Background: an optimization exercise with open tools, aiming at small area. Do not read the settings as production practice.
In this exercise RTL edits were held to simulation tests only and were not proved equivalent to the original.
The clock port is modelled as an ideal driver; clocking choices that lean on that would not hold on a real chip.
No activity file was given, so power comes from the tool's default toggle rates.

== v51 ==
==> flow/design.v (excerpt) <==
module elevator_top(clks, reset_n, raw_floor_call_buttons, raw_panel_buttons, raw_door_open_btn, raw_door_close_btn, raw_emergency_btn, raw_power_switch, weight_sensor, call_button_lights, panel_button_lights, door_open, elevator_control_output, safety_interlock, floor_indicator_lamps, elevator_upward_indicator_lamp, elevator_downward_indicator_lamp, alarm, weight_overload_lamp);
For scale: roughly 380 cells after synthesis, ~84 flip-flops, ~72 I/O pins, ~0.0036 mm2 of cells after synthesis.
Settings: LEC_CHECK=0, CAP_MARGIN=20, CORE_MARGIN=2, CORE_UTILIZATION=40, PLACE_DENSITY=0.6, SLEW_MARGIN=20; clock period 8.0 ns.
standard.sh (not shown) runs the stock make flow with config.mk's settings and CLKGATE_MAP_FILE= SYNTH_SCRIPT=/design/flow/synth_recipe.tcl, a recipe that flattens the netlist after the stock synthesis.
==> flow/flow/run.sh <==
#!/bin/bash
# The standard ORFS layout (standard.sh) with these changes:
#  - synthesis maps the logic with an area-oriented ABC script
#    (flow/abc_area.script.in: deepsyn, then area mapping) in place of ORFS's
#    speed script; the rest of synthesis is unchanged. Synthesis runs four
#    times, with deepsyn seeds 1-8 (four at a time), and the layout continues from the run with
#    the smallest cell area;
#  - the port buffers are buf_1 instead of the default pick (clkdlybuf4s50_1);
#  - clock tree synthesis builds the tree from clkbuf_4 without dummy loads, and
#    flow/post_cts.tcl then upsizes to clkbuf_8 each leaf buffer whose flip-flop
#    clock pins would see a slew over 105 ps.
set -euo pipefail
W=$(pwd)
export BUFFER_PORTS_ARGS="-buffer_cell sky130_fd_sc_hd__buf_1"
export CTS_ARGS="-sink_clustering_enable -repair_clock_nets -dont_use_dummy_load -buf_list sky130_fd_sc_hd__clkbuf_4 -root_buf sky130_fd_sc_hd__clkbuf_4"
export POST_CTS_TCL="$W/flow/post_cts.tcl"
export CLK_LEAF_SLEW_LIMIT=0.105

# one ORFS scripts folder per seed, with only the ABC speed script replaced
for s in 1 2 3 4 5 6 7 8; do
  mkdir -p "$W/scripts_$s"
  for f in "$FLOW_HOME"/scripts/*; do ln -sf "$f" "$W/scripts_$s/"; done
  rm -f "$W/scripts_$s/abc_speed.script"
  sed "s/SEED/$s/" "$W/flow/abc_area.script.in" > "$W/scripts_$s/abc_speed.script"
  sed "s#WORK_HOME=$W/orfs #WORK_HOME=$W/orfs_s$s #" standard.sh > "$W/standard_s$s.sh"
  grep -q "WORK_HOME=$W/orfs_s$s " "$W/standard_s$s.sh"
done
for wave in "1 2 3 4" "5 6 7 8"; do
  pids=()
  for s in $wave; do
    SCRIPTS_DIR="$W/scripts_$s" bash "$W/standard_s$s.sh" synth > "$W/synth_s$s.log" 2>&1 &
    pids+=($!)
  done
  for p in "${pids[@]}"; do wait "$p"; done
done

best=""; best_area=""
for s in 1 2 3 4 5 6 7 8; do
  a=$(grep "Chip area" "$W/orfs_s$s/reports/sky130hd/elevator_top/base/synth_stat.txt" | awk '{print $NF}')
  echo "seed $s: synthesis cell area $a" | tee -a "$W/synth_pick.log"
  if [[ -z "$best" ]] || awk -v a="$a" -v b="$best_area" 'BEGIN{exit !(a<b)}'; then best=$s; best_area=$a; fi
done
echo "using seed $best" | tee -a "$W/synth_pick.log"
mv "$W/orfs_s$best" "$W/orfs"
export SCRIPTS_DIR="$W/scripts_$best"
bash standard.sh > standard.log 2>&1
==> flow/flow/abc_area.script.in <==
strash
&get -n
&fraig -x
&deepsyn -T 30 -S SEED
&put
dch -f
amap
topo
Other scripts of this flow, unchanged in this note and not shown: flow/flow/post_cts.tcl
v51 completed every stage of the flow, and the final layout passed the timing, DRC and antenna checks.
What v4 does differently from v51 at the input level:
==> flow/flow/run.sh <==
#!/bin/bash
# The standard ORFS layout (standard.sh) with these changes:
#  - synthesis maps the logic with an area-oriented ABC script (flow/abc_area.script)
#    in place of ORFS's speed script; the rest of synthesis is unchanged;
#  - the port buffers are buf_1 instead of the default pick (clkdlybuf4s50_1);
#  - clock tree synthesis builds the tree from clkbuf_4 without dummy loads, and
#    flow/post_cts.tcl then upsizes to clkbuf_8 each leaf buffer whose flip-flop
#    clock pins would see a slew over 105 ps.
set -euo pipefail
W=$(pwd)
# ORFS's scripts folder, with only the ABC speed script replaced
mkdir -p "$W/scripts"
for f in "$FLOW_HOME"/scripts/*; do ln -sf "$f" "$W/scripts/"; done
rm -f "$W/scripts/abc_speed.script"
cp "$W/flow/abc_area.script" "$W/scripts/abc_speed.script"
export SCRIPTS_DIR="$W/scripts"
export BUFFER_PORTS_ARGS="-buffer_cell sky130_fd_sc_hd__buf_1"
export CTS_ARGS="-sink_clustering_enable -repair_clock_nets -dont_use_dummy_load -buf_list sky130_fd_sc_hd__clkbuf_4 -root_buf sky130_fd_sc_hd__clkbuf_4"
export POST_CTS_TCL="$W/flow/post_cts.tcl"
export CLK_LEAF_SLEW_LIMIT=0.105
bash standard.sh > standard.log 2>&1
==> flow/flow/abc_area.script (new file) <==
strash
&get -n
&fraig -x
&deepsyn -T 30
&put
dch -f
amap
topo
removed: flow/flow/abc_area.script.in
==> comparison <==
Looking only at sequential share of layout area, and setting everything else aside, the higher value of v4 and v51 goes to v51.
From v51 to v4 the numbers moved as follows: synthesized area rose 1.1%, worst hold slack fell by 0.019 ns.
v4 ended up with buf_1 as its cell with the biggest individual delay on the critical path; v51 ended up with o22a_1.
What v23 does differently from v4 at the input level:
==> flow/flow/run.sh <==
#!/bin/bash
# The standard ORFS layout (standard.sh) with these changes:
#  - synthesis maps the logic with an area-oriented ABC script
#    (flow/abc_area.script.in: deepsyn, then area mapping) in place of ORFS's
#    speed script; the rest of synthesis is unchanged. Synthesis runs four
#    times, with deepsyn seeds 1-4, and the layout continues from the run with
#    the smallest cell area;
#  - the port buffers are buf_1 instead of the default pick (clkdlybuf4s50_1);
#  - clock tree synthesis builds the tree from clkbuf_4 without dummy loads, and
#    flow/post_cts.tcl then upsizes to clkbuf_8 each leaf buffer whose flip-flop
#    clock pins would see a slew over 105 ps.
set -euo pipefail
W=$(pwd)
export BUFFER_PORTS_ARGS="-buffer_cell sky130_fd_sc_hd__buf_1"
export CTS_ARGS="-sink_clustering_enable -repair_clock_nets -dont_use_dummy_load -buf_list sky130_fd_sc_hd__clkbuf_4 -root_buf sky130_fd_sc_hd__clkbuf_4"
export POST_CTS_TCL="$W/flow/post_cts.tcl"
export CLK_LEAF_SLEW_LIMIT=0.105

# one ORFS scripts folder per seed, with only the ABC speed script replaced
for s in 1 2 3 4; do
  mkdir -p "$W/scripts_$s"
  for f in "$FLOW_HOME"/scripts/*; do ln -sf "$f" "$W/scripts_$s/"; done
  rm -f "$W/scripts_$s/abc_speed.script"
  sed "s/SEED/$s/" "$W/flow/abc_area.script.in" > "$W/scripts_$s/abc_speed.script"
  sed "s#WORK_HOME=$W/orfs #WORK_HOME=$W/orfs_s$s #" standard.sh > "$W/standard_s$s.sh"
  grep -q "WORK_HOME=$W/orfs_s$s " "$W/standard_s$s.sh"
done
pids=()
for s in 1 2 3 4; do
  SCRIPTS_DIR="$W/scripts_$s" bash "$W/standard_s$s.sh" synth > "$W/synth_s$s.log" 2>&1 &
  pids+=($!)
done
for p in "${pids[@]}"; do wait "$p"; done

best=""; best_area=""
for s in 1 2 3 4; do
  a=$(grep "Chip area" "$W/orfs_s$s/reports/sky130hd/elevator_top/base/synth_stat.txt" | awk '{print $NF}')
  echo "seed $s: synthesis cell area $a" | tee -a "$W/synth_pick.log"
  if [[ -z "$best" ]] || awk -v a="$a" -v b="$best_area" 'BEGIN{exit !(a<b)}'; then best=$s; best_area=$a; fi
done
echo "using seed $best" | tee -a "$W/synth_pick.log"
mv "$W/orfs_s$best" "$W/orfs"
export SCRIPTS_DIR="$W/scripts_$best"
bash standard.sh > standard.log 2>&1
==> flow/flow/abc_area.script.in (new file) <==
strash
&get -n
&fraig -x
&deepsyn -T 30 -S SEED
&put
dch -f
amap
topo
removed: flow/flow/abc_area.script
==> comparison <==
Standard cell with the maximum stage delay on the critical path: buf_1 -> v4, nor2_1 -> v23. | total power | higher: v4 |. Power share of the clock group sits higher in v23 than in v4. Min number of antenna violations at the first check in global routing across v23 and v4: v23. In the flow results for v23 and v4, the hold slack is smaller on v4. Of v23 and v4, it is v23 that has the higher sequential share of layout area.

==> separate check: timing with driven ports <==
How much do the figures lean on ideal ports? The routed layouts below were timed once more, with nothing changed but the port constraints. Step 1 assumes that a clkbuf_16 drives the clock port and a buf_2 every other input. Step 2 moves the port delays by t, midway between the first and last clock arrival at a register: inputs arrive t later, outputs are due t later. That takes back most of the time a late clock gives input paths. Three values: ideal, step 1, step 2; two values: the first two.
| run | t (ns) | slack for setup (ns) | worst slew at a driven data input, ns |
|---|---|---|---|
| v51 | 0.452 | 3.913 / 3.890 / 3.683 | 0.03 |
| v4 | 0.448 | 3.958 / 3.929 / 3.810 | 0.04 |
| v23 | 0.450 | 3.936 / 3.905 / 3.854 | 0.04 |
After both steps every run listed still meets setup and hold. The setup slack of v51, which loses most, moves by -0.023 ns with the drivers and by -0.230 ns with both steps.
